Context: an optimization exercise on an open-source flow, tuned for small area. The choices shown serve that exercise and are no tape-out recipe.
Function was checked by simulation only, so behaviour that the tests miss may differ from the original.
Power and IR drop assume default switching activity.

<file path="flow/design.v">
module MemoryChip
(
    input logic clk, rst,
    input logic WE_bar,
    input logic[2:0] Address,
    input logic[31:0] DataIn,
    output logic[31:0] DataOut
);
function automatic logic[31:0] default_val(input logic[2:0] a);
    case(a)
        3'd0: default_val = 32'h0_0000_F00;
        3'd1: default_val = 32'h1_0000_000;
        3'd2: default_val = 32'h3_0000_0F0;
        3'd3: default_val = 32'h2_0000_00F;
        3'd4: default_val = 32'h4_0000_F0F;
        3'd5: default_val = 32'h5_0000_F00;
        3'd6: default_val = 32'h6_3030_000;
        default: default_val = 32'h7_0000_000;
    endcase
endfunction
logic[7:0][31:0] mem;
logic[31:0] din0, din1;
assign din0 = DataIn & {32{~rst}};
assign din1 = DataIn | {32{rst}};
logic[7:0][31:0] nxt;
always_comb
    for(int a = 0; a < 8; a++)
        nxt[a] = (din1 & default_val(a[2:0])) | (din0 & ~default_val(a[2:0]));
always_ff @(posedge clk) begin
    for(int a = 0; a < 8; a++)
        if(rst || (!WE_bar && Address == a[2:0]))
            mem[a] <= nxt[a];
end
assign DataOut = mem[Address];
endmodule
module Memory
(
    input logic clk, rst,
    input logic WE_bar,
    input logic[2:0] Address,
    input logic[16:0] DataIn,
    output logic[16:0] DataOut
);
function automatic logic[7:0] reset_byte(input logic[2:0] a);
    case(a)
        3'd2: reset_byte = 8'hF0;
        3'd3: reset_byte = 8'h0F;
        3'd4: reset_byte = 8'h0F;
        default: reset_byte = 8'h00;
    endcase
endfunction
logic[7:0][16:0] mem;
logic[16:0] din0, din1;
assign din0 = DataIn & {17{~rst}};
assign din1 = DataIn | {17{rst}};
logic[7:0][16:0] rv, nxt;
always_comb
    for(int a = 0; a < 8; a++) begin
        rv[a] = {2'b00, 3'b100, 4'h0, reset_byte(a[2:0])};
        nxt[a] = (din1 & rv[a]) | (din0 & ~rv[a]);
    end
always_ff @(posedge clk) begin
    for(int a = 0; a < 8; a++)
        if(rst || (!WE_bar && Address == a[2:0]))
            mem[a] <= nxt[a];
end
assign DataOut = mem[Address];
endmodule
module PosEdge
(
    input logic clk, rst,
    input logic signal,
    output logic pedge
);
logic[1:0] ff;
always_ff @(posedge clk) begin
    if(rst)
        ff <= 2'd0;
    else begin
        ff[0] <= signal;
        ff[1] <= ff[0];
    end
end
assign pedge = ~ff[1] & ff[0];
endmodule
module Pedge
(
    input logic clk, rst,
    input logic signal,
    output logic pedge
);
logic busy, term;
logic[13:0] ctr;
assign term = (ctr == 14'h1E4A);
always_ff @(posedge clk) begin
    if(rst || !busy || term)
        ctr <= 14'h3FFF;
    else
        ctr <= {ctr[12:0], ^(ctr & 14'h3802)};
end
always_ff @(posedge clk) begin
    if(rst) begin
        pedge <= 1'b0;
        busy <= 1'b0;
    end else if(pedge) begin
        pedge <= 1'b0;
        busy <= 1'b1;
    end else if(busy) begin
        if(term)
            busy <= 1'b0;
    end else if(signal)
        pedge <= 1'b1;
end
endmodule
module PWM
(
    input logic clk, rst,
    output logic pulse
);
logic[15:0] ctr;
logic end_high;
assign end_high = pulse && ctr == 16'hC261;
always_ff @(posedge clk) begin
    if(rst) begin
        pulse <= 1'b1;
        ctr <= 16'hFFFF;
    end else begin
        if(end_high || (!pulse && ctr == 16'h7FFF))
            pulse <= ~pulse;
        ctr <= end_high ? 16'hFFFF : {ctr[14:0], ^(ctr & 16'hD008)};
    end
end
endmodule
module SPI
(
    input logic clk, rst,
    input logic start, stop,
    input logic write,
    input logic[7:0] data,
    output logic done,
    output logic sclk, mosi, cs
);
logic pStart, pStop, pWrite;
PosEdge peStart(.clk(clk), .rst(rst), .signal(start), .pedge(pStart));
PosEdge peStop(.clk(clk), .rst(rst), .signal(stop), .pedge(pStop));
PosEdge peWrite(.clk(clk), .rst(rst), .signal(write), .pedge(pWrite));
typedef enum logic[2:0] {IDLE, S0, S1, S2, DONE} state_t;
state_t state;
logic[1:0] sel_sclk;
logic pulse;
always_comb begin
    case(sel_sclk)
        2'd0: sclk = 1'b0;
        2'd2: sclk = pulse;
        default: sclk = 1'b1;
    endcase
end
logic[2:0] ctr;
logic wait_st;
assign wait_st = (state == S0) || (state == DONE);
always_ff @(posedge clk) begin : wav_gen
    if(rst) begin
        ctr <= 3'b0;
        pulse <= 1'b0;
    end else if(sel_sclk == 2'd2) begin
        if(ctr == 3'd7)
            pulse <= ~pulse;
        ctr <= ctr + 1'b1;
    end else begin
        pulse <= 1'b0;
        ctr <= wait_st ? ctr + 1'b1 : 3'd0;
    end
end
logic[3:0] i;
always_ff @(posedge clk) begin
    if(rst) begin
        i <= 0;
    end else if(sel_sclk == 2'd2) begin
        if(sclk == 1'b1 && ctr == 3'd0)
            if(i < 8) i <= i + 1;
            else i <= 0;
    end else
        i <= 1'b0;
end
logic passed;
assign passed = (ctr == 3'd7);
always_ff @(posedge clk) begin
    if(rst) begin
        sel_sclk <= 2'd1;
        cs <= 1'b1;
        mosi <= 1'b0;
        done <= 1'b0;
        state <= IDLE;
    end else begin
        case(state)
            IDLE: begin
                if(pStart) begin
                    cs <= 1'b0;
                    state <= S0;
                end
            end
            S0: begin
                if(passed) begin
                    sel_sclk <= 2'd0;
                    done <= 1'b1;
                    state <= S1;
                end
            end
            S1: begin
                if(pWrite) begin
                    sel_sclk <= 2'd2;
                    done <= 1'b0;
                    state <= S2;
                end
                else if(pStop) begin
                    sel_sclk <= 2'd1;
                    done <= 1'b0;
                    state <= DONE;
                end
            end
            S2: begin
                if(i < 8 && ctr == 3'd2) begin
                    mosi <= data[7 - i];
                end else if(i == 8 && ctr == 3'd7 && !sclk) begin
                    sel_sclk <= 2'd0;
                    mosi <= 1'b0;
                    done <= 1'b1;
                    state <= S1;
                end
            end
            DONE: begin
                if(passed) begin
                    cs <= 1'b1;
                    state <= IDLE;
                end
            end
            default: state <= IDLE;
        endcase
    end
end
endmodule
module I2C
(
    input logic clk, rst,
    input logic S, P,
    input logic write, read,
    input logic[7:0] wData,
    input logic sda_in,
    output logic sda_out, sda_oe,
    output logic sclk,
    output logic[7:0] rData,
    output logic rdy,
    output logic ack
);
typedef enum logic[2:0] {S_IDLE, S_WAIT, WRITE0, WRITE1, READ0, READ1, P_WAIT, BUS_FREE} state_t;
state_t state;
logic[1:0] sel_sclk;
logic pulse;
always_comb begin
    case(sel_sclk)
        2'd1: sclk = pulse;
        2'd2: sclk = 1'b0;
        default: sclk = 1'b1;
    endcase
end
logic[7:0] ctr;
logic passed;
always_comb begin
    case(state)
        S_WAIT, P_WAIT: passed = (ctr == 8'h56);
        BUS_FREE: passed = (ctr == 8'h1B);
        default: passed = 1'b0;
    endcase
end
logic t_low_sample, t_high_sample, half_end;
assign t_low_sample = !pulse && ctr == 8'hAD;
assign t_high_sample = pulse && ctr == 8'hAD;
assign half_end = pulse ? (ctr == 8'h87) : (ctr == 8'hFA);
always_ff @(posedge clk) begin : gen_wav
    if(rst)
        pulse <= 1'b0;
    else if(sel_sclk == 2'd1 && half_end)
        pulse <= ~pulse;
end
always_ff @(posedge clk) begin
    if(rst || (sel_sclk == 2'd1 ? half_end : !((state == S_WAIT || state == P_WAIT || state == BUS_FREE) && !passed)))
        ctr <= 8'hFF;
    else
        ctr <= {ctr[6:0], ^(ctr & 8'hB8)};
end
logic pWrite;
PosEdge posedge_write(.clk(clk), .rst(rst), .signal(write), .pedge(pWrite));
logic pRead;
PosEdge posedge_read(.clk(clk), .rst(rst), .signal(read), .pedge(pRead));
logic is_out;
logic sda;
assign sda_oe = is_out;
assign sda = is_out ? sda_out : sda_in;
logic hello;
PosEdge pHello(.clk(clk), .rst(rst), .signal(S), .pedge(hello));
logic goodbye;
PosEdge pGoodbye(.clk(clk), .rst(rst), .signal(P), .pedge(goodbye));
logic rw;
logic[3:0] nPulse;
always_ff @(posedge clk) begin
    if(rst) begin
        sda_out <= 1'b1;
        sel_sclk <= 2'd0;
        is_out <= 1'b1;
        nPulse <= 1'b0;
        rdy <= 1'b0;
        rw <= 1'b0;
        ack <= 1'b0;
        rData <= 8'h00;
        state <= S_IDLE;
    end else begin
        case(state)
            S_IDLE: begin
                if(hello) begin
                    sda_out <= 1'b0;
                    rdy <= 1'b0;
                    state <= S_WAIT;
                end
            end
            S_WAIT: begin
                if(passed) begin
                    sel_sclk <= 2'd2;
                    rdy <= 1'b1;
                    state <= WRITE0;
                end
            end
            WRITE0: begin
                if(pWrite) begin
                    sel_sclk <= 2'd1;
                    rdy <= 1'b0;
                    ack <= 1'b0;
                    state <= WRITE1;
                end else if(goodbye) begin
                    rw <= 1'b0;
                    sel_sclk <= 2'd0;
                    rdy <= 1'b0;
                    state <= P_WAIT;
                end
            end
            WRITE1: begin
                if(nPulse < 10) begin
                    if(t_low_sample) begin
                        if(nPulse < 8)
                            sda_out <= wData[7 - nPulse];
                        if(nPulse == 8)
                            is_out <= 1'b0;
                        nPulse <= nPulse + 1'b1;
                    end
                    if(nPulse == 9 && t_high_sample)
                        ack <= ~sda;
                end else begin
                    sda_out <= 1'b0;
                    sel_sclk <= 2'd2;
                    is_out <= 1'b1;
                    nPulse <= 0;
                    rdy <= 1'b1;
                    if(!rw) begin
                        rw <= 1'b1;
                        if(wData[0])
                            state <= READ0;
                        else
                            state <= WRITE0;
                    end else
                        state <= WRITE0;
                end
            end
            READ0: begin
                if(pRead) begin
                    sel_sclk <= 2'd1;
                    is_out <= 1'b0;
                    rdy <= 1'b0;
                    state <= READ1;
                end else if(goodbye) begin
                    rw <= 1'b0;
                    sel_sclk <= 2'd0;
                    rdy <= 1'b0;
                    state <= P_WAIT;
                end
            end
            READ1: begin
                if(nPulse < 10) begin
                    if(t_low_sample) begin
                        if(nPulse < 8)
                            rData[7 - nPulse] <= sda;
                        if(nPulse == 8) begin
                            sda_out <= 1'b0;
                            is_out <= 1'b1;
                        end
                        nPulse <= nPulse + 1'b1;
                    end
                end else begin
                    sel_sclk <= 2'd2;
                    is_out <= 1'b1;
                    nPulse <= 0;
                    rdy <= 1'b1;
                    state <= READ0;
                end
            end
            P_WAIT: begin
                if(passed) begin
                    sda_out <= 1'b1;
                    state <= BUS_FREE;
                end
            end
            BUS_FREE: begin
                if(passed) begin
                    rdy <= 1'b1;
                    state <= S_IDLE;
                end
            end
            default: state <= S_IDLE;
        endcase
    end
end
endmodule
module IColor
(
    input logic clk, rst,
    input logic detect,
    input logic led_in,
    input logic sda_in,
    output logic sda_out, sda_oe,
    output logic sclk, led_en,
    output logic R, G, B,
    output logic[2:0] rgb
);
typedef enum logic[4:0] {
    START0 = 5'b000_00, START1 = 5'b000_01, START2 = 5'b000_10, START3 = 5'b000_11,
    S0     = 5'b001_00, G0     = 5'b001_01, G1     = 5'b001_10, G2     = 5'b001_11,
    S4     = 5'b010_00, G3     = 5'b010_01, G4     = 5'b010_10, G5     = 5'b010_11,
    S8     = 5'b011_00, G6     = 5'b011_01, G7     = 5'b011_10, G8     = 5'b011_11,
    S10    = 5'b100_00, G9     = 5'b100_01, G10    = 5'b100_10, G11    = 5'b100_11,
    STOP0  = 5'b101_00, STOP1  = 5'b101_01, STOP2  = 5'b101_10, STOP3  = 5'b101_11,
    IDLE   = 5'b110_00, S1     = 5'b110_01, S2     = 5'b110_10, S3     = 5'b110_11,
    S9     = 5'b111_00, S5     = 5'b111_01, S6     = 5'b111_10, S7     = 5'b111_11
} state_t;
state_t state;
assign led_en = led_in;
function automatic logic[7:0] send_data(input logic[2:0] idx);
    case(idx)
        3'd0: send_data = 8'h52;
        3'd1: send_data = 8'hA0;
        3'd2: send_data = 8'h03;
        3'd3: send_data = 8'h52;
        3'd4: send_data = 8'hB4;
        3'd5: send_data = 8'h53;
        default: send_data = 8'h00;
    endcase
endfunction
logic[7:0] rData;
logic rdy, rcvd_ack;
logic S, P, write, read;
logic[2:0] widx;  
I2C prtcl(.clk(clk), .rst(rst), .S(S), .write(write), .read(read), .wData(send_data(widx)), .rData(rData), .P(P), .sclk(sclk), .sda_in(sda_in), .sda_out(sda_out), .sda_oe(sda_oe), .rdy(rdy), .ack(rcvd_ack));
logic[9:0] tctr;
logic passed_10ms;
assign passed_10ms = (tctr == 10'h29B);
always_ff @(posedge clk) begin
    if(!rst && (state == S3 || state == S7) && !passed_10ms)
        tctr <= {tctr[8:0], ^(tctr & 10'h240)};
    else
        tctr <= 10'h3FF;
end
logic pDetect;
Pedge peDetect(.clk(clk), .rst(rst), .signal(detect), .pedge(pDetect));
logic[7:2][7:0] buffer;
logic[15:0] red, green, blue;
assign red = {buffer[3], buffer[2]};
assign green = {buffer[5], buffer[4]};
assign blue = {buffer[7], buffer[6]};
logic rg, rb, gb, erg, erb, egb;
assign rg = red > green;
assign rb = red > blue;
assign gb = green > blue;
assign erg = red == green;
assign erb = red == blue;
assign egb = green == blue;
assign rgb[2] = rb && rg;
assign rgb[1] = gb && !rg && !erg;
assign rgb[0] = !rb && !erb && !gb && !egb;
logic[7:0] rData_in;
assign rData_in = rData & {8{~rst}};
always_ff @(posedge clk) begin
    for(int n = 2; n < 8; n++)
        if(rst || (state == G11 && rdy && i == n))
            buffer[n] <= rData_in;
end
logic pulse;
PWM wav_gen(.clk(clk), .rst(rst), .pulse(pulse));
assign R = rgb[2] & pulse;
assign G = rgb[1] & pulse;
assign B = rgb[0] & pulse;
logic err;
logic[1:0] flag;
logic[3:0] i;
always_ff @(posedge clk) begin
    if(rst) begin
        i <= 4'd0;
        err <= 1'b0;
        flag <= 2'b0;
        {S, P, write, read} <= 4'b0;
        widx <= 3'd7;
        state <= IDLE;
    end else begin
        case(state)
            IDLE: begin
                if(pDetect) state <= START0;
            end
            START0: begin
                S <= 1'b1;
                state <= START1;
            end
            START1: state <= START2;
            START2: state <= START3;
            START3: begin
                if(rdy) begin
                    S <= 1'b0;
                    case(flag)
                        2'd1: state <= S4;
                        2'd2: state <= S8;
                        default: state <= S0;
                    endcase
                end
            end
            S0: begin
                if(i < 3) begin
                    widx <= i[2:0];
                    write <= 1'b1;
                    state <= G0;
                end else begin
                    write <= 1'b0;
                    state <= S2;
                end
            end
            G0: state <= G1;
            G1: state <= G2;
            G2: begin
                if(rdy) begin
                    write <= 1'b0;
                    state <= S1;
                end
            end
            S1: begin
                if(rcvd_ack) begin
                    i <= i + 1;
                    state <= S0;
                end else begin
                    err <= 1'b1;
                    i <= 1'b0;
                    flag <= 2'd0;
                    state <= STOP0;
                end
            end
            S2: state <= S3;
            S3: begin
                if(passed_10ms) begin
                    flag <= 2'd1;
                    state <= STOP0;
                end
            end
            S4: begin
                if(i < 5) begin
                    widx <= i[2:0];
                    write <= 1'b1;
                    state <= G3;
                end else begin
                    write <= 1'b0;
                    state <= S6;
                end
            end
            G3: state <= G4;
            G4: state <= G5;
            G5: begin
                if(rdy) begin
                    write <= 1'b0;
                    state <= S5;
                end
            end
            S5: begin
                if(rcvd_ack) begin
                    i <= i + 1;
                    state <= S4;
                end else begin
                    err <= 1'b1;
                    i <= 3'd0;
                    flag <= 2'd0;
                    state <= STOP0;
                end
            end
            S6: state <= S7;
            S7: begin
                if(passed_10ms) begin
                    flag <= 2'd2;
                    state <= STOP0;
                end
            end
            S8: begin
                flag <= 2'd0;
                widx <= i[2:0];
                write <= 1'b1;
                state <= G6;
            end
            G6: state <= G7;
            G7: state <= G8;
            G8: begin
                if(rdy) begin
                    write <= 1'b0;
                    state <= S9;
                end
            end
            S9: begin
                if(rcvd_ack) begin
                    i <= 3'b0;
                    state <= S10;
                end else begin
                    err <= 1'b1;
                    i <= 3'd0;
                    flag <= 2'd0;
                    state <= STOP0;
                end
            end
            S10: begin
                if(i < 8) begin
                    read <= 1'b1;
                    state <= G9;
                end else begin
                    i <= 4'd0;
                    state <= STOP0;
                end
            end
            G9: state <= G10;
            G10: state <= G11;
            G11: begin
                if(rdy) begin
                    read <= 1'b0;
                    i <= i + 1;
                    state <= S10;
                end
            end
            STOP0: begin
                P <= 1'b1;
                state <= STOP1;
            end
            STOP1: state <= STOP2;
            STOP2: state <= STOP3;
            STOP3: begin
                if(rdy) begin
                    P <= 1'b0;
                    if(err || |flag) begin
                        err <= 1'b0;
                        state <= START0;
                    end else
                        state <= IDLE;
                end
            end
            default: state <= IDLE;
        endcase
    end
end
endmodule
module IDisplay
(
    input logic clk, rst,
    input logic on_off, exec,
    input logic[16:0] IR,  
    input logic osel,      
    output logic rdy,
    output logic sclk, mosi, cs,
    output logic vcc_en, pmod_en, dc, res
);
typedef enum logic[4:0] {IDLE, ON0, ON1, ON2, ON3, ON4, ON5, ON6, ON7, ON8, ON9, GFX0, GFX1, GFX2, DELAY0, DELAY1, DELAY2, DELAY3, DELAY4, DELAY5, OFF0, OFF1, OFF2} state_t;
state_t state;
logic[5:0] i;
function automatic logic[7:0] data_to_send(input logic[5:0] idx);
    case(idx)
        6'd0: data_to_send = 8'hFD;
        6'd1: data_to_send = 8'h12;
        6'd2: data_to_send = 8'hAE;
        6'd3: data_to_send = 8'hA0;
        6'd4: data_to_send = 8'h72;
        6'd5: data_to_send = 8'hA1;
        6'd6: data_to_send = 8'h00;
        6'd7: data_to_send = 8'hA2;
        6'd8: data_to_send = 8'h00;
        6'd9: data_to_send = 8'hA4;
        6'd10: data_to_send = 8'hA8;
        6'd11: data_to_send = 8'h3F;
        6'd12: data_to_send = 8'hAD;
        6'd13: data_to_send = 8'h8E;
        6'd14: data_to_send = 8'hB0;
        6'd15: data_to_send = 8'h0B;
        6'd16: data_to_send = 8'hB1;
        6'd17: data_to_send = 8'h31;
        6'd18: data_to_send = 8'hB3;
        6'd19: data_to_send = 8'hF0;
        6'd20: data_to_send = 8'h8A;
        6'd21: data_to_send = 8'h64;
        6'd22: data_to_send = 8'h8B;
        6'd23: data_to_send = 8'h78;
        6'd24: data_to_send = 8'h8C;
        6'd25: data_to_send = 8'h64;
        6'd26: data_to_send = 8'hBB;
        6'd27: data_to_send = 8'h3A;
        6'd28: data_to_send = 8'hBE;
        6'd29: data_to_send = 8'h3E;
        6'd30: data_to_send = 8'h87;
        6'd31: data_to_send = 8'h06;
        6'd32: data_to_send = 8'h81;
        6'd33: data_to_send = 8'h91;
        6'd34: data_to_send = 8'h82;
        6'd35: data_to_send = 8'h50;
        6'd36: data_to_send = 8'h83;
        6'd37: data_to_send = 8'h7D;
        6'd38: data_to_send = 8'h2E;
        6'd39: data_to_send = 8'h25;
        6'd40: data_to_send = 8'h0;
        6'd41: data_to_send = 8'h0;
        6'd42: data_to_send = 8'h3F;
        6'd43: data_to_send = 8'h1F;
        6'd44: data_to_send = 8'hAF;
        default: data_to_send = 8'h00;
    endcase
endfunction
logic[2:0] cls;
logic[15:0] d;
assign cls = IR[16] ? 3'b001 : IR[14:12];
assign d = IR[15:0];
logic[3:0] nBytes;
always_comb begin
    case(cls)
        3'b000: nBytes = 4'd8;
        3'b001: nBytes = 4'd7;
        3'b101: nBytes = 4'd5;
        3'b100: nBytes = 4'd2;
        default: nBytes = 4'd11;
    endcase
end
logic[3:0] j;
assign j = i[3:0];
logic[7:0] cmd_byte;
always_comb begin
    if(!osel) begin
        if(j == 0) cmd_byte = 8'h26;
        else if(j == 1) cmd_byte = {7'b0, cls == 3'b011 || (cls == 3'b100 && d[4])};
        else cmd_byte = 8'h00;
    end else if(cls == 3'b100) begin
        cmd_byte = d[7:0];
    end else begin
        case(j)
            4'd0: case(cls)
                      3'b000: cmd_byte = 8'h21;
                      3'b001: cmd_byte = 8'h23;
                      3'b101: cmd_byte = 8'h25;
                      default: cmd_byte = 8'h22;
                  endcase
            4'd1, 4'd2: cmd_byte = (cls == 3'b101) ? 8'h00 : 8'h10;
            4'd3: cmd_byte = (cls == 3'b101) ? 8'h5F : 8'h40;
            4'd4: cmd_byte = (cls == 3'b101) ? 8'h3F : 8'h20;
            4'd5: cmd_byte = (cls == 3'b001) ? d[15:8] : {2{d[11:8]}};
            4'd6: cmd_byte = (cls == 3'b001) ? d[7:0] : {2{d[7:4]}};
            4'd7, 4'd10: cmd_byte = {2{d[3:0]}};
            4'd8: cmd_byte = {2{d[11:8]}};
            default: cmd_byte = {2{d[7:4]}};
        endcase
    end
end
logic start, stop, write, done;
logic[7:0] data;
SPI protocol(.clk(clk), .rst(rst), .sclk(sclk), .mosi(mosi), .cs(cs), .start(start), .stop(stop), .write(write), .data(data), .done(done));
logic[15:0] tctr;
logic passed;
always_comb begin
    case(state)
        ON1, ON7: passed = (tctr == 16'hD578);  
        ON2: passed = (tctr == 16'h8F64);       
        ON9: passed = (tctr == 16'h87B1);       
        OFF2: passed = (tctr == 16'h5448);      
        default: passed = 1'b0;
    endcase
end
always_ff @(posedge clk) begin
    if(!rst && (state == ON1 || state == ON2 || state == ON7 || state == ON9 || state == OFF2) && !passed)
        tctr <= {tctr[14:0], ^(tctr & 16'hD008)};
    else
        tctr <= 16'hFFFF;
end
assign dc = 1'b0;
always_ff @(posedge clk) begin
    if(rst) begin
        i <= 6'd0;
        rdy <= 1'b0;
        {res, vcc_en, pmod_en} <= 3'b0;
        {start, stop, write} <= 3'b0;
        data <= 8'h00;
        state <= IDLE;
    end else begin
        case(state)
            IDLE: begin
                if(on_off) begin
                    state <= ON0;
                end
            end
            ON0: begin
                {res, vcc_en, pmod_en} <= 3'b101;
                state <= ON1;
            end
            ON1: begin
                if(passed) begin
                    res <= 1'b0;
                    state <= ON2;
                end
            end
            ON2: begin
                if(passed) begin
                    start <= 1'b1;
                    res <= 1'b1;
                    state <= ON3;
                end
            end
            ON3: begin
                if(done) begin
                    start <= 1'b0;
                    state <= ON4;
                end
            end
            ON4: begin
                if(i < 44) begin
                    write <= 1'b1;
                    data <= data_to_send(i);
                    state <= DELAY0;
                end else
                    state <= ON6;
            end
            DELAY0: state <= DELAY1;
            DELAY1: state <= ON5;
            ON5: begin
                write <= 1'b0;
                if(done) begin
                    i <= i + 1;
                    state <= ON4;
                end
            end
            ON6: begin
                vcc_en <= 1'b1;
                write <= 1'b0;
                state <= ON7;
            end
            ON7: begin
                if(passed) begin
                    write <= 1'b1;
                    data <= data_to_send(i);
                    state <= DELAY2;
                end
            end
            DELAY2: state <= DELAY3;
            DELAY3: state <= ON8;
            ON8: begin
                if(done) begin
                    i <= 1'b0;
                    write <= 1'b0;
                    state <= ON9;
                end
            end
            ON9: begin
                if(passed) state <= GFX0;
            end
            GFX0: begin
                rdy <= 1'b1;
                if(!on_off) begin
                    rdy <= 1'b0;
                    state <= OFF0;
                end
                if(exec) begin
                    rdy <= 1'b0;
                    state <= GFX1;
                end
            end
            GFX1: begin
                if(i < nBytes) begin
                    write <= 1'b1;
                    data <= cmd_byte;
                    state <= DELAY4;
                end else begin
                    i <= 0;
                    state <= GFX0;
                end
            end
            DELAY4: state <= DELAY5;
            DELAY5: state <= GFX2;
            GFX2: begin
                write <= 1'b0;
                if(done) begin
                    i <= i + 1;
                    state <= GFX1;
                end
            end
            OFF0: begin
                write <= 1'b1;
                data <= 8'hAE;
                if(done) begin
                    stop <= 1'b1;
                    state <= OFF1;
                end
            end
            OFF1: begin
                {vcc_en, stop} <= 2'b0;
                state <= OFF2;
            end
            OFF2: begin
                if(passed) begin
                    pmod_en <= 1'b0;
                    state <= IDLE;
                end
            end
            default: state <= IDLE;
        endcase
    end
end
endmodule
module IKeyboard
(
    input logic clk, rst,
    input logic[3:0] row,
    output logic[3:0] col, key,
    output logic key_was_pressed
);
logic[3:0] grp;
logic[1:0] ff;
assign key_was_pressed = ~ff[1] & ff[0];
logic[8:0] ctr;
logic[1:0] r;
logic hit;
always_comb begin
    hit = 1'b1;
    r = 2'd0;
    case(row)
        4'b0111: r = 2'd0;
        4'b1011: r = 2'd1;
        4'b1101: r = 2'd2;
        4'b1110: r = 2'd3;
        default: hit = 1'b0;
    endcase
end
function automatic logic[3:0] keymap(input logic[1:0] c, input logic[1:0] r);
    case({c, r})
        4'h0: keymap = 4'h1;
        4'h1: keymap = 4'h4;
        4'h2: keymap = 4'h7;
        4'h3: keymap = 4'h0;
        4'h4: keymap = 4'h2;
        4'h5: keymap = 4'h5;
        4'h6: keymap = 4'h8;
        4'h7: keymap = 4'hF;
        4'h8: keymap = 4'h3;
        4'h9: keymap = 4'h6;
        4'hA: keymap = 4'h9;
        4'hB: keymap = 4'hE;
        4'hC: keymap = 4'hA;
        4'hD: keymap = 4'hB;
        4'hE: keymap = 4'hC;
        default: keymap = 4'hD;
    endcase
endfunction
logic scan;
logic[1:0] c;
always_comb begin
    scan = 1'b1;
    c = 2'd0;
    case(ctr)
        9'h0B8: c = 2'd0;  
        9'h14F: c = 2'd1;  
        9'h0EB: c = 2'd2;  
        9'h12E: c = 2'd3;  
        default: scan = 1'b0;
    endcase
end
always_ff @(posedge clk) begin
    if(rst) begin
        ctr <= 9'h1FF;
        grp <= 4'b0;
        col <= 4'b0;
        key <= 4'b0;
        ff <= 2'b0;
    end else begin
        ff[0] <= |grp;
        ff[1] <= ff[0];
        ctr <= (ctr == 9'h12E) ? 9'h1FF : {ctr[7:0], ^(ctr & 9'h110)};
        case(ctr)
            9'h0DA: col <= 4'b0111;  
            9'h02B: col <= 4'b1011;  
            9'h058: col <= 4'b1101;  
            9'h0AF: col <= 4'b1110;  
            default: ;
        endcase
        if(scan) begin
            grp[c] <= hit;
            if(hit) key <= keymap(c, r);
        end
    end
end
endmodule
module IEncoder
(
    input logic clk, rst,
    input logic A, B,
    output logic add, sub
);
logic dir;
logic[2:0] lvl;
assign add = (lvl == 3'd5) & dir;
assign sub = (lvl == 3'd5) & ~dir;
logic P, Q;
assign P = dir ? B : A;
assign Q = dir ? A : B;
always_ff @(posedge clk) begin
    if(rst) begin
        dir <= 1'b0;
        lvl <= 3'd0;
    end else
        case(lvl)
            3'd1: begin
                if(P) lvl <= 3'd0;
                else if(~Q) lvl <= 3'd2;
            end
            3'd2: begin
                if(Q) lvl <= 3'd1;
                else if(P) lvl <= 3'd3;
            end
            3'd3: begin
                if(~P) lvl <= 3'd2;
                else if(Q) lvl <= 3'd4;
            end
            3'd4: lvl <= 3'd5;
            default: begin
                if(~A) begin
                    dir <= 1'b0;
                    lvl <= 3'd1;
                end else if(~B) begin
                    dir <= 1'b1;
                    lvl <= 3'd1;
                end else
                    lvl <= 3'd0;
            end
        endcase
end
endmodule
module SegmentRefresh
(
    input logic clk, rst,
    output logic[2:0] idx
);
logic[6:0] ctr;
always_ff @(posedge clk) begin
    if(rst) begin
        ctr <= 7'h7F;
        idx <= 3'd0;
    end else if(ctr == 7'h69) begin
        idx <= idx + 1'b1;
        ctr <= 7'h7F;
    end else
        ctr <= {ctr[5:0], ^(ctr & 7'h60)};
end
endmodule
module ISegmentDisplay
(
    input logic[3:0] val,
    output logic[7:0] C
);
always_comb begin
    case(val)
        4'd0: C = 8'b00000011;
        4'd1: C = 8'b10011111;
        4'd2: C = 8'b00100101;
        4'd3: C = 8'b00001101;
        4'd4: C = 8'b10011001;
        4'd5: C = 8'b01001001;
        4'd6: C = 8'b01000001;
        4'd7: C = 8'b00011111;
        4'd8: C = 8'b00000001;
        4'd9: C = 8'b00001001;
        4'hA: C = 8'b00010001;
        4'hB: C = 8'b11000001;
        4'hC: C = 8'b01100011;
        4'hD: C = 8'b10000101;
        4'hE: C = 8'b01100001;
        default: C = 8'b01110001;
    endcase
end
endmodule
module Programmer
(
    input logic clk, rst,
    input logic mode,  
    input logic[1:0] stage,
    input logic[3:0] row,
    output logic[3:0] col,
    input logic A, B,
    input logic btn, swt,
    output logic[7:0] AN, C,
    output logic[2:0] Addr,
    input logic[7:0][3:0] RF_Data,
    output logic WE_bar,
    output logic[31:0] entrdCommand
);
logic kwp;
logic[3:0] key;
IKeyboard PmodKYPD(.clk(clk), .rst(rst), .row(row), .col(col), .key(key), .key_was_pressed(kwp));
logic add, sub;
IEncoder PmodENC(.clk(clk), .rst(rst), .A(A), .B(B), .add(add), .sub(sub));
logic[2:0] i;
logic[7:0][3:0] kypd_buffer;
assign entrdCommand = kypd_buffer;
always_ff @(posedge clk) begin : writer_i
    if(rst)
        i <= 0;
    else if(kwp & !mode & !swt)
        i <= i + 1;
    else if(add & !mode & swt) i <= i + 1;
    else if(sub & !mode & swt) i <= i - 1;
end
logic[3:0] key_in;
assign key_in = key & {4{~rst}};
always_ff @(posedge clk) begin : writer_kypd_buffer
    for(int n = 0; n < 8; n++)
        if(rst || (kwp & !mode & !swt & i == n[2:0]))
            kypd_buffer[n] <= key_in;
end
logic[2:0] k;
SegmentRefresh arbiter(.clk(clk), .rst(rst), .idx(k));
assign AN = ~(8'b1 << k);
logic pBTN;
Pedge pedge_btn(.clk(clk), .rst(rst), .signal(btn), .pedge(pBTN));
always_ff @(posedge clk) begin
    if(rst) begin
        WE_bar <= 1'b1;
        Addr <= 0;
    end else if(WE_bar) begin
        if(add & mode & (stage == 0)) Addr <= Addr + 1;
        else if(sub & mode & (stage == 0)) Addr <= Addr - 1;
        if(pBTN & (stage == 0)) WE_bar <= 1'b0;
    end else begin
        WE_bar <= 1'b1;
        Addr <= Addr + 1'b1;
    end
end
logic[3:0] val;
assign val = mode ? RF_Data[k] : kypd_buffer[k];
logic[7:0] c;
ISegmentDisplay display(.val(val), .C(c));
assign C = {c[7:1], c[0] & ~(!mode && k == i)};
endmodule
module Compiler
(
    input logic clk, rst,
    input logic compile,
    input logic[31:0] DataIn,
    input logic[2:0] color,  
    output logic WE_bar, done,
    output logic[2:0] Addr,
    output logic[16:0] DataOut
);
logic pCompile;
Pedge peCompile(.clk(clk), .rst(rst), .signal(compile), .pedge(pCompile));
logic[2:0] cls_in;
always_comb begin
    case(DataIn[31:28])
        4'd0: cls_in = 3'b000;
        4'd1: cls_in = 3'b100;
        4'd2: cls_in = 3'b010;
        4'd3: cls_in = 3'b011;
        4'd4: cls_in = 3'b110;
        4'd5: cls_in = 3'b111;
        4'd6: cls_in = 3'b001;  
        default: cls_in = 3'b101;
    endcase
end
typedef enum logic[2:0] {IDLE, S0, S1, S2, S3, S4, S0W} state_t;
state_t state;
logic[3:0] i;
always_ff @(posedge clk) begin
    if(rst)
        DataOut <= {1'b0, 1'b0, 3'b100, 12'h0};
    else if(state == S1) begin
        if(DataIn[31:28] == 4'd6)
            DataOut <= {1'b1, DataIn[27:12]};
        else
            DataOut <= {1'b0, DataIn[27], cls_in, DataIn[11:0]};
    end else if(state == S4 && !DataOut[16] && DataOut[14] && (DataOut[13] || !DataOut[12]))
        DataOut <= {DataOut[16:15], 1'b0, DataOut[13:12], {4{color[2]}}, {4{color[1]}}, {4{color[0]}}};
end
assign WE_bar = (state != S0W);
always_ff @(posedge clk) begin
    if(rst) begin
        Addr <= 0;
        done <= 1'b0;
        i <= 0;
        state <= IDLE;
    end else begin
        case(state)
            IDLE: begin
                done <= 1'b1;
                if(pCompile) begin
                    done <= 1'b0;
                    state <= S0;
                end
            end
            S0, S0W: begin
                if(i < 8) begin
                    i <= i + 1;
                    state <= S1;
                end else begin
                    i <= 0;
                    state <= IDLE;
                end
            end
            S1: state <= S2;
            S2: begin
                Addr <= Addr + 1;
                state <= S3;
            end
            S3: state <= S4;
            S4: state <= S0W;
            default: state <= IDLE;
        endcase
    end
end
endmodule
module ExecModule
(
    input logic clk, rst,
    input logic rdy_oled, rdy_compiler, run,
    input logic[16:0] DataIn,
    output logic draw,
    output logic[2:0] Addr,
    output logic[16:0] IR,
    output logic osel
);
logic pRun;
Pedge peRun(.clk(clk), .rst(rst), .signal(run), .pedge(pRun));
typedef enum logic[2:0] {IDLE, S0, S1, S2, S3, S4} state_t;
state_t state;
logic sel_oIR;
assign draw = (state == S2) || (state == S4);
always_ff @(posedge clk) begin
    if(rst) begin
        IR <= {2'b00, 3'b100, 12'h0};
        Addr <= 0;
        sel_oIR <= 1'b0;
        osel <= 1'b0;
        state <= IDLE;
    end else begin
        osel <= sel_oIR;
        if(state == S1) begin
            IR <= DataIn;
            Addr <= Addr + 1;
        end
        case(state)
            IDLE: begin
                if(rdy_compiler & rdy_oled & pRun) state <= S0;
            end
            S0: begin
                sel_oIR <= 1'b0;
                state <= S1;
            end
            S1: state <= S2;
            S2: state <= S3;
            S3: begin
                if(rdy_oled) begin
                    sel_oIR <= 1'b1;
                    state <= S4;
                end
            end
            S4: begin
                sel_oIR <= 1'b1;
                state <= IDLE;
            end
            default: state <= IDLE;
        endcase
    end
end
endmodule
module System
(
    input logic clk, rst,
    input logic mode,  
    input logic[1:0] stage,  
    input logic on_off,  
    input logic detect,  
    input logic compile,  
    input logic run,  
    input logic[3:0] row,
    output logic[3:0] col,
    input logic A_ENC, B_ENC,
    input logic btn, swt,
    input logic led_in,
    input logic sda_in,  
    output logic sda_out, sda_oe,  
    output logic sclk_c, led_en,
    output logic sclk_o, mosi, cs,
    output logic vcc_en, pmod_en, dc, res,
    output logic R, G, B,
    output logic[7:0] AN, C,
    output logic[2:0] mem_addr
);
logic WE_bar_0;
logic[2:0] RF_Addr;
logic[31:0] entrdCommand;
logic[31:0] DataOut;
logic[2:0] Addr_RF;
logic[2:0] rgb;
logic WE_bar_1, cmpl_done, compl;
logic[2:0] IS_RF_Addr;
logic[16:0] cmpldCommand;
logic[16:0] exeCommand;
logic[2:0] Addr_IS;
logic oled_draw, oled_rdy, oled_sel;
logic[16:0] oled_IR;
logic exe;
logic[2:0] IS_Addr;
assign mem_addr = (stage == 0 || stage == 1) ? Addr_RF : Addr_IS;
assign Addr_RF = (stage == 0) ? RF_Addr : (stage == 1) ? IS_RF_Addr : 3'd0;
assign Addr_IS = (stage == 1) ? IS_RF_Addr : (stage == 2) ? IS_Addr : 3'd0;
assign compl = (stage == 1) ? compile : 1'b0;
assign exe = (stage == 2) ? run : 1'b0;
IColor PmodCOLOR(.clk(clk), .rst(~rst), .detect(detect), .led_in(led_in), .sda_in(sda_in), .sda_out(sda_out), .sda_oe(sda_oe), .sclk(sclk_c), .led_en(led_en), .R(R), .G(G), .B(B),
                 .rgb(rgb));
Programmer code_writer(.clk(clk), .rst(~rst), .mode(mode), .stage(stage), .row(row), .col(col), .A(A_ENC), .B(B_ENC), .btn(btn), .swt(swt),
                       .AN(AN), .C(C), .WE_bar(WE_bar_0), .Addr(RF_Addr), .entrdCommand(entrdCommand), .RF_Data(DataOut));
MemoryChip reg_file(.clk(clk), .rst(~rst), .WE_bar(WE_bar_0), .Address(Addr_RF), .DataIn(entrdCommand), .DataOut(DataOut));
Compiler to_executable(.clk(clk), .rst(~rst), .compile(compl), .DataIn(DataOut), .color(rgb), .WE_bar(WE_bar_1), .done(cmpl_done),
                       .Addr(IS_RF_Addr), .DataOut(cmpldCommand));
Memory dot_exe(.clk(clk), .rst(~rst), .WE_bar(WE_bar_1), .Address(Addr_IS), .DataIn(cmpldCommand), .DataOut(exeCommand));
ExecModule driver(.clk(clk), .rst(~rst), .rdy_oled(oled_rdy), .rdy_compiler(cmpl_done), .run(exe), .DataIn(exeCommand), .Addr(IS_Addr),
                  .draw(oled_draw), .IR(oled_IR), .osel(oled_sel));
IDisplay PmodOLED(.clk(clk), .rst(~rst), .on_off(on_off), .exec(oled_draw), .IR(oled_IR), .osel(oled_sel), .rdy(oled_rdy),
                  .sclk(sclk_o), .mosi(mosi), .vcc_en(vcc_en), .pmod_en(pmod_en), .cs(cs), .dc(dc), .res(res));
endmodule
</file>
<file path="flow/flow/resyn.sh">
#!/bin/bash
# usage: resyn.sh NETLIST OUT  (run from the flow folder)
set -euo pipefail
HERE=$(cd "$(dirname "$0")" && pwd)
NET=$1; OUT=$2
LIB=${FLOW_HOME:-/OpenROAD-flow-scripts/flow}/platforms/sky130hd/lib/sky130_fd_sc_hd__tt_025C_1v80.lib
YOSYS=${YOSYS_EXE:-$(command -v yosys || echo ${FLOW_HOME:-/OpenROAD-flow-scripts/flow}/../tools/install/yosys/bin/yosys)}
KEEP=$(grep -o 'sky130_fd_sc_hd__[a-z0-9_]*' "$NET" | sort -u | grep -E '__(dfxtp|edfxtp|dfrtp|dfstp|dfxbp|sdfxtp|dlxtp|conb)_' | tr '\n' ' ')
sed -e "s|@LIB@|$LIB|g" -e "s|@NET@|$NET|g" -e "s|@OUT@|$OUT|g" -e "s|@SCRIPT@|$HERE/abc_area.script|g" \
    -e "s|@DONTUSE@|$(cat $HERE/dontuse.txt)|g" -e "s|@KEEP@|$KEEP|g" $HERE/resyn.ys.in > resyn.ys
"$YOSYS" -s resyn.ys > resyn_yosys.log 2>&1
sed -e "s|@LIB@|$LIB|g" -e "s|@NET@|$NET|g" -e "s|@OUT@|$OUT|g" $HERE/equiv.ys.in > equiv.ys
"$YOSYS" -s equiv.ys > equiv_yosys.log 2>&1
</file>
<file path="flow/flow/equiv.ys.in">
# Proves the re-synthesised netlist equal to the standard one, register by
# register (the registers are matched by name).
read_liberty -ignore_miss_func @LIB@
read_verilog @NET@
rename System gold
read_verilog @OUT@
rename System gate
flatten
opt_clean
async2sync
equiv_make gold gate equiv
hierarchy -top equiv
equiv_simple -seq 1
equiv_status -assert
</file>
<file path="flow/flow/run.sh">
#!/bin/bash
# The standard layout (standard.sh) with three changes:
#  - after the standard synthesis, flow/resyn.sh re-synthesises its
#    combinational logic for area with ABC (flow/abc_area.script), keeping
#    every register cell and name, and proves the result equal to the
#    standard netlist; if anything fails the standard netlist is kept;
#  - before the placement's repair_design, flow/downsize.tcl gives the
#    combinational cells their smallest size and the port buffers buf_1;
#    repair_design then fixes slew and capacitance as usual;
#  - clock tree synthesis adds no dummy loads and builds the tree from
#    clkbuf_4 cells driving clusters of up to 8 flip-flops.
# Each tool's output goes to a log file here: std_synth.log, resyn_yosys.log,
# equiv_yosys.log and standard_flow.log (ORFS's own logs stay in orfs/logs).
set -euo pipefail
cd "$(dirname "$0")/.."
bash standard.sh synth > std_synth.log 2>&1
R=orfs/results/sky130hd/System/base
cp $R/1_2_yosys.v std_1_2_yosys.v
if bash flow/resyn.sh "$PWD/std_1_2_yosys.v" "$PWD/resyn.v" > resyn.log 2>&1; then
  cp resyn.v $R/1_2_yosys.v
  rm -f $R/1_synth.odb
  echo "resynthesised netlist in use" >> resyn.log
else
  echo "resynthesis failed: standard netlist in use" >> resyn.log
fi
CTS="-sink_clustering_enable -repair_clock_nets -dont_use_dummy_load"
CTS="$CTS -buf_list sky130_fd_sc_hd__clkbuf_4 -sink_clustering_size 8 -sink_clustering_max_diameter 40"
bash standard.sh "CTS_ARGS=$CTS" "PRE_RESIZE_TCL=$PWD/flow/downsize.tcl" finish > standard_flow.log 2>&1
test -f out/final.def
</file>
<file path="flow/config.mk">
export PLATFORM = sky130hd
export DESIGN_NAME = System
export DESIGN_NICKNAME = System
export VERILOG_FILES = /design/flow/design.v
export SDC_FILE = /design/flow/constraint.sdc
export NUM_CORES = 4
export LEC_CHECK = 0
export CAP_MARGIN = 20
export CORE_MARGIN = 2
export CORE_UTILIZATION = 40
export SLEW_MARGIN = 20
</file>
<file path="flow/standard.sh">
#!/bin/bash
# synth_recipe.tcl (not shown) runs the flow's synth.tcl, then flattens the netlist and writes it again
# the make line also repeats each setting of config.mk as NAME=value (left out here)
make -C /OpenROAD-flow-scripts/flow DESIGN_CONFIG=/design/flow/config.mk WORK_HOME=/design/flow/orfs CLKGATE_MAP_FILE= SYNTH_SCRIPT=/design/flow/synth_recipe.tcl "${@:-finish}"
</file>
<file path="flow/constraint.sdc">
create_clock -name core_clock -period 20.0 [get_ports {clk}]
set_input_delay 4.0000 -clock core_clock [delete_from_list [all_inputs] [get_ports {clk}]]
set_output_delay 4.0000 -clock core_clock [all_outputs]
set_load 0.01 [all_outputs]
</file>
<file path="flow/flow/dontuse.txt">
-dont_use sky130_fd_sc_hd__probe_p_8 -dont_use sky130_fd_sc_hd__probec_p_8 -dont_use sky130_fd_sc_hd__lpflow_bleeder_1 -dont_use sky130_fd_sc_hd__lpflow_clkbufkapwr_1 -dont_use sky130_fd_sc_hd__lpflow_clkbufkapwr_16 -dont_use sky130_fd_sc_hd__lpflow_clkbufkapwr_2 -dont_use sky130_fd_sc_hd__lpflow_clkbufkapwr_4 -dont_use sky130_fd_sc_hd__lpflow_clkbufkapwr_8 -dont_use sky130_fd_sc_hd__lpflow_clkinvkapwr_1 -dont_use sky130_fd_sc_hd__lpflow_clkinvkapwr_16 -dont_use sky130_fd_sc_hd__lpflow_clkinvkapwr_2 -dont_use sky130_fd_sc_hd__lpflow_clkinvkapwr_4 -dont_use sky130_fd_sc_hd__lpflow_clkinvkapwr_8 -dont_use sky130_fd_sc_hd__lpflow_decapkapwr_12 -dont_use sky130_fd_sc_hd__lpflow_decapkapwr_3 -dont_use sky130_fd_sc_hd__lpflow_decapkapwr_4 -dont_use sky130_fd_sc_hd__lpflow_decapkapwr_6 -dont_use sky130_fd_sc_hd__lpflow_decapkapwr_8 -dont_use sky130_fd_sc_hd__lpflow_inputiso0n_1 -dont_use sky130_fd_sc_hd__lpflow_inputiso0p_1 -dont_use sky130_fd_sc_hd__lpflow_inputiso1n_1 -dont_use sky130_fd_sc_hd__lpflow_inputiso1p_1 -dont_use sky130_fd_sc_hd__lpflow_inputisolatch_1 -dont_use sky130_fd_sc_hd__lpflow_isobufsrc_1 -dont_use sky130_fd_sc_hd__lpflow_isobufsrc_16 -dont_use sky130_fd_sc_hd__lpflow_isobufsrc_2 -dont_use sky130_fd_sc_hd__lpflow_isobufsrc_4 -dont_use sky130_fd_sc_hd__lpflow_isobufsrc_8 -dont_use sky130_fd_sc_hd__lpflow_isobufsrckapwr_16 -dont_use sky130_fd_sc_hd__lpflow_lsbuf_lh_hl_isowell_tap_1 -dont_use sky130_fd_sc_hd__lpflow_lsbuf_lh_hl_isowell_tap_2 -dont_use sky130_fd_sc_hd__lpflow_lsbuf_lh_hl_isowell_tap_4 -dont_use sky130_fd_sc_hd__lpflow_lsbuf_lh_isowell_4 -dont_use sky130_fd_sc_hd__lpflow_lsbuf_lh_isowell_tap_1 -dont_use sky130_fd_sc_hd__lpflow_lsbuf_lh_isowell_tap_2 -dont_use sky130_fd_sc_hd__lpflow_lsbuf_lh_isowell_tap_4 -dont_use sky130_fd_sc_hd__fill_1 -dont_use sky130_fd_sc_hd__fill_2 -dont_use sky130_fd_sc_hd__fill_4 -dont_use sky130_fd_sc_hd__fill_8 
</file>
<file path="flow/flow/abc_area.script">
strash
&get -n
&st
&dch -f
&nf -p
&put
mfs2
strash
dch -f
amap
mfs2
strash
dch -f
amap
topo
</file>
<file path="flow/flow/downsize.tcl">
# Before the placement's repair_design: give every combinational cell the
# smallest drive strength of its kind, and make the port buffers buf_1.
# repair_design, which runs next, then fixes any slew, capacitance or fanout
# limit this breaks. Registers keep their cell type and size.
set dont_use {}
if { [info exists ::env(DONT_USE_CELLS)] } { set dont_use $::env(DONT_USE_CELLS) }
proc is_dont_use { name dont_use } {
  foreach pat $dont_use { if { [string match $pat $name] } { return 1 } }
  return 0
}
set n 0
set saved 0.0
foreach inst [get_cells *] {
  set master [get_property $inst ref_name]
  if { $master eq "sky130_fd_sc_hd__clkdlybuf4s50_1" } {
    set saved [expr { $saved + [get_property [get_lib_cells $master] area] - [get_property [get_lib_cells sky130_fd_sc_hd__buf_1] area] }]
    replace_cell $inst sky130_fd_sc_hd__buf_1
    incr n
    continue
  }
  if { ![regexp {^sky130_fd_sc_hd__([a-z0-9]+)_([0-9]+)$} $master -> base size] } { continue }
  if { [regexp {^(s?dfx|edf|dfr|dfs|dfb|sdf|dl|tap|fill|decap|conb|clk|lpflow|probe|diode)} $base] } { continue }
  set best $master
  set best_area [get_property [get_lib_cells $master] area]
  foreach lc [get_lib_cells sky130_fd_sc_hd__${base}_*] {
    set name [get_name $lc]
    if { ![regexp "^sky130_fd_sc_hd__${base}_\[0-9\]+\$" $name] } { continue }
    if { [is_dont_use $name $dont_use] } { continue }
    set a [get_property $lc area]
    if { $a < $best_area - 1e-6 } { set best $name; set best_area $a }
  }
  if { $best ne $master } {
    set saved [expr { $saved + [get_property [get_lib_cells $master] area] - $best_area }]
    replace_cell $inst $best
    incr n
  }
}
puts "downsize: $n cells resized, [format %.1f $saved] um2 less"
</file>
<file path="flow/flow/resyn.ys.in">
# Re-synthesises the combinational logic of the standard synthesis netlist for
# area. Registers (and the tie cell) are kept as they are: same cells, same
# instance names. @LIB@, @NET@, @OUT@, @SCRIPT@, @DONTUSE@ and @KEEP@ are
# filled in by run.sh.
read_liberty -ignore_miss_func @LIB@
read_verilog @NET@
hierarchy -top System
setattr -mod -set keep_hierarchy 1 @KEEP@
flatten
delete t:$scopeinfo
opt_clean
select System
abc -liberty @LIB@ @DONTUSE@ -script @SCRIPT@
opt_clean -purge
select -clear
hilomap -singleton -hicell sky130_fd_sc_hd__conb_1 HI -locell sky130_fd_sc_hd__conb_1 LO
splitnets
opt_clean -purge
insbuf -buf sky130_fd_sc_hd__buf_4 A X
delete @KEEP@
tee -o @OUT@.stat stat -liberty @LIB@
write_verilog -noattr -nohex -nodec @OUT@
</file>
==> impl_metrics.json, run 1 <==
{
  "r2r-start": "PmodOLED.state[1]",
  "path_cells": "buf_1, clkinv_1, nor2_1, clkinv_1, o22ai_1, nor3_1, nor4_1, nand2_1, o32ai_1, clkinv_1, nor2_1, nor2_1, o21ai_0, buf_1",
  "final_antenna_net_count": 0,
  "dp_hpwl_mm": 57.9,
  "rsz0062_at_grt": "no",
  "wl_per_cell_um": 19.4,
  "clock_sinks": 790,
  "pwr-share-comb_pct": 11.4,
  "cts_setup_buffers": 0,
  "power_leakage_nw": 11.8,
  "cts_root_buf": "clkbuf_4",
  "cts_inserted_buffers": 132,
  "fin_area_mm2": 0.0357,
  "drc": 0,
  "avgSynthCellArea_um2": 10.7,
  "portBuffers": 52,
  "status": "finished clean",
  "die_w_um": 289,
  "fin_crit_sh_pct": 65.2,
  "antenna_found_initial": 1,
  "worstRegToRegCells": 17,
  "final_cell_mix": "499 x nor2_1, 472 x edfxtp_1, 318 x dfxtp_1",
  "die_y_um": 289,
  "startpoint_type": "input port",
  "synthCells": 3028,
  "first_pass_iters": 7,
  "vias": 24500,
  "p_sw_uw": 797,
  "skew_ns": 0.105,
  "yosys_warnings": 16,
  "max_slew_margin_pct": 21.2,
  "ff2ff_setup_slack_ns": 14.65,
  "worst_slack_ns": 6.96,
  "crit_path_end": "C[4]",
  "area_growth_pct": 9.88,
  "crit_type": "in -> out",
  "ios": 56,
  "grt_pass1_wl_mm": 132,
  "crit_arrival_ns": 9.04,
  "drt-initial-drc-count": 2250,
  "setup_viol": 0,
  "hold_viol": 0,
  "grt_usage_pct": 20.1,
  "core_area_mm2": 0.0804,
  "cts_tree": "built",
  "fmax_mhz": 76.7,
  "fillers": 7640,
  "post_dp_cell_area_mm2": 0.0347,
  "drt-total-wl_mm": 84.1,
  "max_slew.worst_pin.slew_ns": 1.18,
  "clk_path_buf_depth": 3,
  "multiInputGateArea_mm2": 0.0108,
  "place_congestion": 0.899,
  "row_count": 104,
  "maxSlewViolCount": 0,
  "internal-power_mw": 2.21,
  "critPathCaptureType": "output pin",
  "syn_nets": 3047,
  "final_common_cell": "nor2_1",
  "cts_hold_buf": 0,
  "cts_resized": 0,
  "drive_gt1_share_pct": 5.62,
  "clkLatencyLatePin_ns": 0.98,
  "viasPerCell": 5.66,
  "first_global_vias": 23400,
  "seqPwrFrac_pct": 61.7,
  "min_path_type": "reg -> reg",
  "place_worst_setup_slack_ns": 7.14,
  "p_per_area_mw_per_mm2": 84.4,
  "start_util_pct": 40.4,
  "power.share.clock_pct": 27.0,
  "swShare_pct": 26.5,
  "worstPathMaxFanout": 28,
  "peakVddDrop_mv": 0.0277,
  "power_mw": 3.01,
  "grt-ovfl-total": 0,
  "worstSetupStartpoint": "mode",
  "nets": 3293,
  "htree_levels": 4,
  "critPathMaxStageDelay_ns": 0.87,
  "min_path_cells": 1,
  "syn_area_mm2": 0.0325,
  "dieArea_mm2": 0.0834,
  "worstPathRequired_ns": 16.00,
  "cap_viol_max_count": 0,
  "hold-worst-slack_ns": 0.362,
  "setup_tns_ns": 0,
  "clk_transition_reported_paths_ns": 0.08,
  "slowest_stage": "clkinv_1",
  "min_period_ns": 13.04,
  "grt_max_degree": 43,
  "register_area_mm2": 0.0205
}
through the flow:
stage               cells  utilization [%]
floorplan            3028                -
global placement     4175             43.2
detailed placement   4200             43.1
CTS                  4332             44.3
global route         4333             44.3
finish               4333             44.3
sequential cells by signal, summed over array words and instances, names as in the netlist, 9 cells and up, named ones only:
name	count
PmodCOLOR.buffer	48
PmodCOLOR.peDetect.ctr	14
PmodCOLOR.tctr	10
PmodCOLOR.wav_gen.ctr	16
PmodOLED.tctr	16
code_writer.PmodKYPD.ctr	9
code_writer.kypd_buffer	32
code_writer.pedge_btn.ctr	14
dot_exe.mem	136
driver.IR	17
driver.peRun.ctr	14
reg_file.mem	256
to_executable.DataOut	17
to_executable.peCompile.ctr	14
worst min path at each step:
stage	start	to	slack, ns
after detailed placement	PmodCOLOR.prtcl.pHello.ff[0]	PmodCOLOR.prtcl.pHello.ff[1]	0.40
after global routing	PmodOLED.tctr[11]	PmodOLED.tctr[12]	0.38
after global placement	PmodCOLOR.prtcl.pHello.ff[0]	PmodCOLOR.prtcl.pHello.ff[1]	0.40
after CTS	PmodOLED.tctr[1]	PmodOLED.tctr[2]	0.37
after floorplan	code_writer.WE_bar	code_writer.WE_bar	0.39
final	PmodOLED.tctr[1]	PmodOLED.tctr[2]	0.36
power groups by stage:
stage                     Clock, mW  Combinational, mW  Sequential, mW
after floorplan                   0              0.235            1.88
after global placement            0              0.345            1.90
after detailed placement          0              0.337            1.89
after CTS                     0.848              0.339            1.86
after global routing          0.914              0.380            1.87
final                         0.812              0.342            1.86
per-layer routing:
metal	track usage (%)	part of all wire (%)	routed length, um	vias up
met4	6.40	2.2	1880	0
met1	27.5	45	37600	11700
met2	32.5	47	39200	842
met3	3.62	6.5	5430	155
met5	0	0	0	-
li1	-	-	-	11900
cell type report:
class	count	share of cell area [%]
repair buffers	117	2.59
inverters	298	3.14
well taps	1060	3.72
flip-flops and latches	790	57.6
multi-input cells	1935	30.2
diodes	1	0.00702
clock buffers	132	2.78
worst max-delay path: cells and delay by family:
family	cells	cell delay [ns]
AO/OA/AOI/OAI	3	1.06
buffers and inverters	5	2.54
AND/OR/NAND/NOR	6	1.40
==> inputs of run 2 (changes only) <==
--- a/flow/design.v
+++ b/flow/design.v
@@ -1245,5 +1245,5 @@
 typedef enum logic[2:0] {IDLE, S0, S1, S2, S3, S4} state_t;
 state_t state;
-logic sel_oIR;
+assign osel = (state != S3);
 assign draw = (state == S2) || (state == S4);
 always_ff @(posedge clk) begin
@@ -1251,9 +1251,6 @@
         IR <= {2'b00, 3'b100, 12'h0};
         Addr <= 0;
-        sel_oIR <= 1'b0;
-        osel <= 1'b0;
         state <= IDLE;
     end else begin
-        osel <= sel_oIR;
         if(state == S1) begin
             IR <= DataIn;
@@ -1264,20 +1261,11 @@
                 if(rdy_compiler & rdy_oled & pRun) state <= S0;
             end
-            S0: begin
-                sel_oIR <= 1'b0;
-                state <= S1;
-            end
+            S0: state <= S1;
             S1: state <= S2;
             S2: state <= S3;
             S3: begin
-                if(rdy_oled) begin
-                    sel_oIR <= 1'b1;
-                    state <= S4;
-                end
-            end
-            S4: begin
-                sel_oIR <= 1'b1;
-                state <= IDLE;
+                if(rdy_oled) state <= S4;
             end
+            S4: state <= IDLE;
             default: state <= IDLE;
         endcase
==> flow/flow/abc_area.script (replaced) <==
strash
dc2
&get -n
&st
&dch -f
&nf -p
&put
mfs2
strash
dch -f
amap
mfs2
strash
dc2
dch -f
amap
mfs2
strash
dch -f
amap
topo
==> run 2 against run 1 <==
  * Still clean on timing, DRC and antenna
  * Worst hold slack got worse by 0.040 ns
  * Critical path depth grew 6
  * Area after synthesis down 0.64%
  * Setup slack worse by 0.071 ns
  * Critical path type unchanged
  * Highest routed layer is now met5
==> impl_metrics.json, run 2 <==
{
  "startpoint_type": "input port",
  "maxSlewViolCount": 0,
  "max_slew.worst_pin.slew_ns": 1.09,
  "finalNonFillerCells": 4311,
  "dp_hpwl_mm": 57.3,
  "routed.top_layer": "met5",
  "clk_path_buf_depth": 3,
  "fillers": 7711,
  "top_regs": "reg_file.mem (256), dot_exe.mem (136), PmodCOLOR.buffer (48)",
  "cts_setup_buffers": 0,
  "first_pass_iters": 6,
  "first_global_vias": 23400,
  "min_path_type": "reg -> reg",
  "wl_per_cell_um": 19.7,
  "fin_crit_sh_pct": 65.6,
  "status": "finished clean",
  "largest_register_ffs": 256,
  "wl_met3_mm": 6.20,
  "worstPathRequired_ns": 16.00,
  "met1_length_mm": 36.5,
  "cts_tree": "built",
  "grt_usage_pct": 20.5,
  "rsz0062_at_grt": "no",
  "cts_hold_buf": 0,
  "syn_area_mm2": 0.0322,
  "cts_inserted_buffers": 135,
  "portBuffers": 52,
  "ios": 56,
  "start_util_pct": 40.2,
  "drt-total-wl_mm": 84.8,
  "hold_viol": 0,
  "synthCells": 2997,
  "wl_met2_mm": 39.9,
  "drt-initial-drc-count": 1991,
  "avgSynthCellArea_um2": 10.8,
  "power_leakage_nw": 11.8,
  "final_cell_mix": "487 x nor2_1, 472 x edfxtp_1, 316 x dfxtp_1",
  "die_w_um": 288,
  "critPathCaptureType": "output pin",
  "dieArea_mm2": 0.0829,
  "htree_levels": 4,
  "p_per_area_mw_per_mm2": 88.2,
  "setup_viol": 0,
  "skew_ns": 0.112,
  "fin_area_mm2": 0.0355,
  "drive_gt1_share_pct": 5.97,
  "crit_arrival_ns": 9.11,
  "peakVddDrop_mv": 0.0469,
  "fmax_mhz": 76.3,
  "syn_nets": 3016,
  "grt_max_degree": 72,
  "finish.utilization_pct": 44.3,
  "cap_viol_max_count": 0,
  "core_area_mm2": 0.0802,
  "drc": 0,
  "clkLatencyLatePin_ns": 0.97,
  "post_dp_cell_area_mm2": 0.0345,
  "final_common_cell": "nor2_1",
  "nets": 3270,
  "area_growth_pct": 10.1,
  "cts_root_buf": "clkbuf_4",
  "vias": 24400,
  "dp.cells": 4174,
  "top_register": "reg_file.mem",
  "row_count": 104,
  "die_y_um": 288,
  "clk_transition_reported_paths_ns": 0.08,
  "viasPerCell": 5.65,
  "cts_resized": 0,
  "place_congestion": 0.904,
  "yosys_warnings": 16,
  "clock_sinks": 788,
  "final_antenna_net_count": 0,
  "grt_pass1_wl_mm": 132,
  "antenna_found_initial": 3,
  "max_slew_margin_pct": 26.8,
  "setup_tns_ns": 0,
  "worstPathMaxFanout": 25,
  "crit_type": "in -> out",
  "grt-ovfl-total": 0,
  "min_period_ns": 13.11
}
[run 2: layout make-up]
class / count / area (um^2) / area share [%]
Sequential cell: 788 / 20500 / 57.8
Multi-Input combinational cell: 1887 / 10500 / 29.6
Timing Repair Buffer: 122 / 928 / 2.62
Tap cell: 1060 / 1330 / 3.74
Clock buffer: 135 / 1010 / 2.86
Inverter: 317 / 1190 / 3.37
Antenna cell: 2 / 5.00 / 0.0141
[run 2: where the power goes]
group          internal (mW)  total (mW)  leakage (nW)  switching [mW]
clock                  0.309       0.834         0.621           0.525
sequential              1.82        1.89          7.33          0.0657
combinational          0.132       0.406          3.89           0.274
total                   2.26        3.13          11.8           0.865
[run 2: critical path, stage by stage]
cell and delay (ns):
buf_1 0.11, nor2_1 0.28, clkinv_1 0.21, o211ai_1 0.40, inv_2 0.04, buf_2 0.30
buf_16 0.25, buf_16 0.17, a22o_1 0.23, a221oi_1 0.27, nor2_1 0.08, a2111oi_0 0.84
a2111oi_0 0.27, o22ai_1 0.68, clkinv_1 0.29, nor2_1 0.27, nor2_1 0.09, a21oi_1 0.13
a21oi_1 0.05, buf_1 0.13
[run 2: worst paths after layout]
kind                                                     start                             end  slack (ns)  depth (start not counted)
worst max-delay path                                  stage[0]                            C[4]        6.89                         20
worst min-delay path            PmodCOLOR.prtcl.pGoodbye.ff[0]  PmodCOLOR.prtcl.pGoodbye.ff[1]        0.32                          2
worst max register to register             code_writer.Addr[0]        to_executable.DataOut[6]       14.58                         16
worst min register to register  PmodCOLOR.prtcl.pGoodbye.ff[0]  PmodCOLOR.prtcl.pGoodbye.ff[1]        0.32                          2
[run 2: stage by stage]
step / setup slack, ns / hold slack (ns) / power (mW)
2_1_floorplan: 5.40 / 0.394 / 2.19
3_3_place_gp: 6.39 / 0.409 / 2.34
3_5_place_dp: 7.14 / 0.407 / 2.33
4_1_cts: 7.11 / 0.317 / 3.16
5_1_grt: 6.43 / 0.320 / 3.29
6_report: 6.89 / 0.323 / 3.13
[run 2: layer usage]
metal  vias up  global-route usage [%]
met3       154                    4.01
met5         -                       0
met1     11600                    27.5
met4         2                    7.22
met2       882                    33.0
li1      11700                       -
==> inputs of run 3 (changes only) <==
--- a/flow/config.mk
+++ b/flow/config.mk
@@ -6,6 +6,7 @@
 export NUM_CORES = 4
 export LEC_CHECK = 0
-export CAP_MARGIN = 20
+export CAP_MARGIN = 10
 export CORE_MARGIN = 2
 export CORE_UTILIZATION = 40
-export SLEW_MARGIN = 20
+export GPL_TIMING_DRIVEN = 0
+export SLEW_MARGIN = 10
==> run 3 against run 2 <==
  * Still clean on timing, DRC and antenna
  * Sequential power about the same
  * Worst hold slack improved by 0.042 ns
  * Global-route usage decreased by 0.37 points
  * Via count shrank 0.40%
  * Clock power fell by 5.5%
  * Clock skew up 0.099 ns
  * Critical endpoint is now C[1]
  * Largest cell class unchanged
  * Largest power group unchanged
==> impl_metrics.json, run 3 <==
{
  "top_register": "reg_file.mem",
  "ios": 56,
  "grt_usage_pct": 20.1,
  "grt-ovfl-total": 0,
  "htree_levels": 3,
  "min_path_type": "reg -> reg",
  "ff2ff_setup_slack_ns": 13.70,
  "cts_hold_buf": 0,
  "clkLatencyLatePin_ns": 0.98,
  "worstPathRequired_ns": 16.00,
  "r2r-start": "to_executable.Addr[0]",
  "p_per_area_mw_per_mm2": 86.4,
  "critPathCaptureType": "output pin",
  "worstPathMaxFanout": 41,
  "max_slew.worst_pin.slew_ns": 1.24,
  "worst_slack_ns": 6.27,
  "first_pass_iters": 6,
  "grt_pass1_wl_mm": 131,
  "first_global_vias": 23500,
  "yosys_warnings": 16,
  "status": "finished clean",
  "internal-power_mw": 2.23,
  "drive_gt1_share_pct": 6.00,
  "drt-initial-drc-count": 1933,
  "portBuffers": 53,
  "vias": 24300,
  "synthCells": 2997,
  "drt-total-wl_mm": 83.5,
  "final_cell_mix": "487 x nor2_1, 472 x edfxtp_1, 316 x dfxtp_1",
  "hold_end": "to_executable.peCompile.pedge",
  "viasPerCell": 5.67,
  "die_w_um": 288,
  "rsz0062_at_grt": "no",
  "cts_setup_buffers": 0,
  "crit_type": "in -> out",
  "antenna_found_initial": 3,
  "max_slew_margin_pct": 17.3,
  "wl_per_cell_um": 19.5,
  "syn_area_mm2": 0.0322,
  "avgSynthCellArea_um2": 10.8,
  "die_y_um": 288,
  "dp_hpwl_mm": 56.3,
  "grt_max_degree": 108,
  "cts_tree": "built",
  "clk_transition_reported_paths_ns": 0.09,
  "final_antenna_net_count": 0,
  "place_worst_setup_slack_ns": 6.47,
  "p_sw_uw": 851,
  "start_util_pct": 40.2,
  "maxSlewViolCount": 0,
  "crit_arrival_ns": 9.73,
  "fin_crit_sh_pct": 68.6,
  "seqPwrFrac_pct": 61.1,
  "cts_inserted_buffers": 121,
  "dieArea_mm2": 0.0829,
  "cts_root_buf": "clkbuf_4",
  "syn_nets": 3016,
  "min_path_cells": 1,
  "peakVddDrop_mv": 0.0419,
  "power_leakage_nw": 11.8,
  "r2r-end": "to_executable.DataOut[3]",
  "final_common_cell": "nor2_1",
  "fmax_mhz": 72.9,
  "nets": 3235,
  "top_regs": "reg_file.mem (256), dot_exe.mem (136), PmodCOLOR.buffer (48)",
  "min_period_ns": 13.73,
  "pwr-share-comb_pct": 13.3,
  "hold_start": "to_executable.peCompile.busy",
  "place_congestion": 0.905,
  "startpoint_type": "input port",
  "clock_sinks": 788,
  "clk_path_buf_depth": 3,
  "largest_register_ffs": 256,
  "setup_viol": 0,
  "hold-worst-slack_ns": 0.365,
  "row_count": 104,
  "drc": 0,
  "skew_ns": 0.211,
  "cap_viol_max_count": 0,
  "cts_resized": 0,
  "hold_viol": 0,
  "core_area_mm2": 0.0802,
  "area_growth_pct": 10.8,
  "power.share.clock_pct": 25.5,
  "swShare_pct": 27.6,
  "worstRegToRegCells": 15
}
## run 3: final cells by class
cell class / instances / area [um^2]
diodes: 1 / 2.50
plain buffers: 5 / 18.8
clock buffers: 121 / 908
fillers: 7642 / 44400
inverters: 317 / 1200
multi-input cells: 1887 / 10700
flip-flops and latches: 788 / 20500
well taps: 1060 / 1330
repair buffers: 96 / 1050
## run 3: worst max path at each step
stage	startpoint	endpoint	slack (ns)	depth (start not counted)
after floorplan	stage[0]	C[3]	5.40	13
after global placement	stage[1]	C[4]	-1.27	17
after detailed placement	stage[0]	C[1]	6.47	16
after CTS	stage[0]	C[1]	6.47	16
after global routing	stage[0]	C[5]	6.07	16
final	stage[0]	C[1]	6.27	16
## run 3: metal layers
metal | track usage [%] | wire [um] | vias up
met5 | 0 | 29 | -
met4 | 6.85 | 2250 | 4
met3 | 3.77 | 5700 | 166
met2 | 32.3 | 38500 | 821
met1 | 27.3 | 37000 | 11600
li1 | - | - | 11600
## run 3: power groups by stage
stage | registers (mW) | clock network [mW] | logic [mW]
6_report | 1.89 | 0.788 | 0.411
5_1_grt | 1.90 | 0.883 | 0.460
4_1_cts | 1.88 | 0.816 | 0.407
3_5_place_dp | 1.92 | 0 | 0.405
3_3_place_gp | 1.93 | 0 | 0.401
2_1_floorplan | 1.91 | 0 | 0.280
## run 3: stage by stage
| step | util, % | instances | TNS, ns | power (mW) | cell area, um^2 |
|---|---|---|---|---|---|
| after floorplan | - | 2997 | 0 | 2.19 | 32200 |
| after CTS | 44.5 | 4273 | 0 | 3.11 | 35700 |
| after global placement | 42.5 | 4110 | -8.83 | 2.33 | 34100 |
| after detailed placement | 43.4 | 4152 | 0 | 2.33 | 34800 |
| final | 44.6 | 4275 | 0 | 3.08 | 35700 |
| after global routing | 44.6 | 4275 | 0 | 3.24 | 35700 |
## run 3: worst max-delay path, cell delays in order
cell and delay [ns]:
buf_1 0.13, nor2_1 0.50, clkinv_1 0.39, o211ai_1 0.79
clkinv_2 0.62, buf_12 0.39, a222oi_1 0.35, a32oi_1 0.28
a221oi_1 0.57, a2111oi_0 0.15, o22ai_1 0.48, clkinv_1 0.17
nor2_1 0.18, clkinv_1 0.18, a221oi_1 0.30, buf_1 0.19

==> static timing again, ports no longer ideal <==
The results above use ideal ports. As a check the final layouts listed here were re-extracted and re-timed, cells and wires unchanged. Step 1, drivers: a clkbuf_16 drives clk and a buf_2 each remaining input, both assumed. Step 2 also shifts input and output timing later by t, the mid clock arrival at the registers, as if the neighbouring blocks saw the same clock. a / b / c = ideal ports / drivers / drivers and shift; a / b = the first two.
| run | t, ns | setup slack, ns |
|---|---|---|
| run 1 | 1.005 | 6.960 / 6.929 / 6.929 |
| run 2 | 0.994 | 6.889 / 6.813 / 6.813 |
| run 3 | 0.946 | 6.274 / 6.232 / 6.232 |
After both steps every run listed still meets setup and hold.
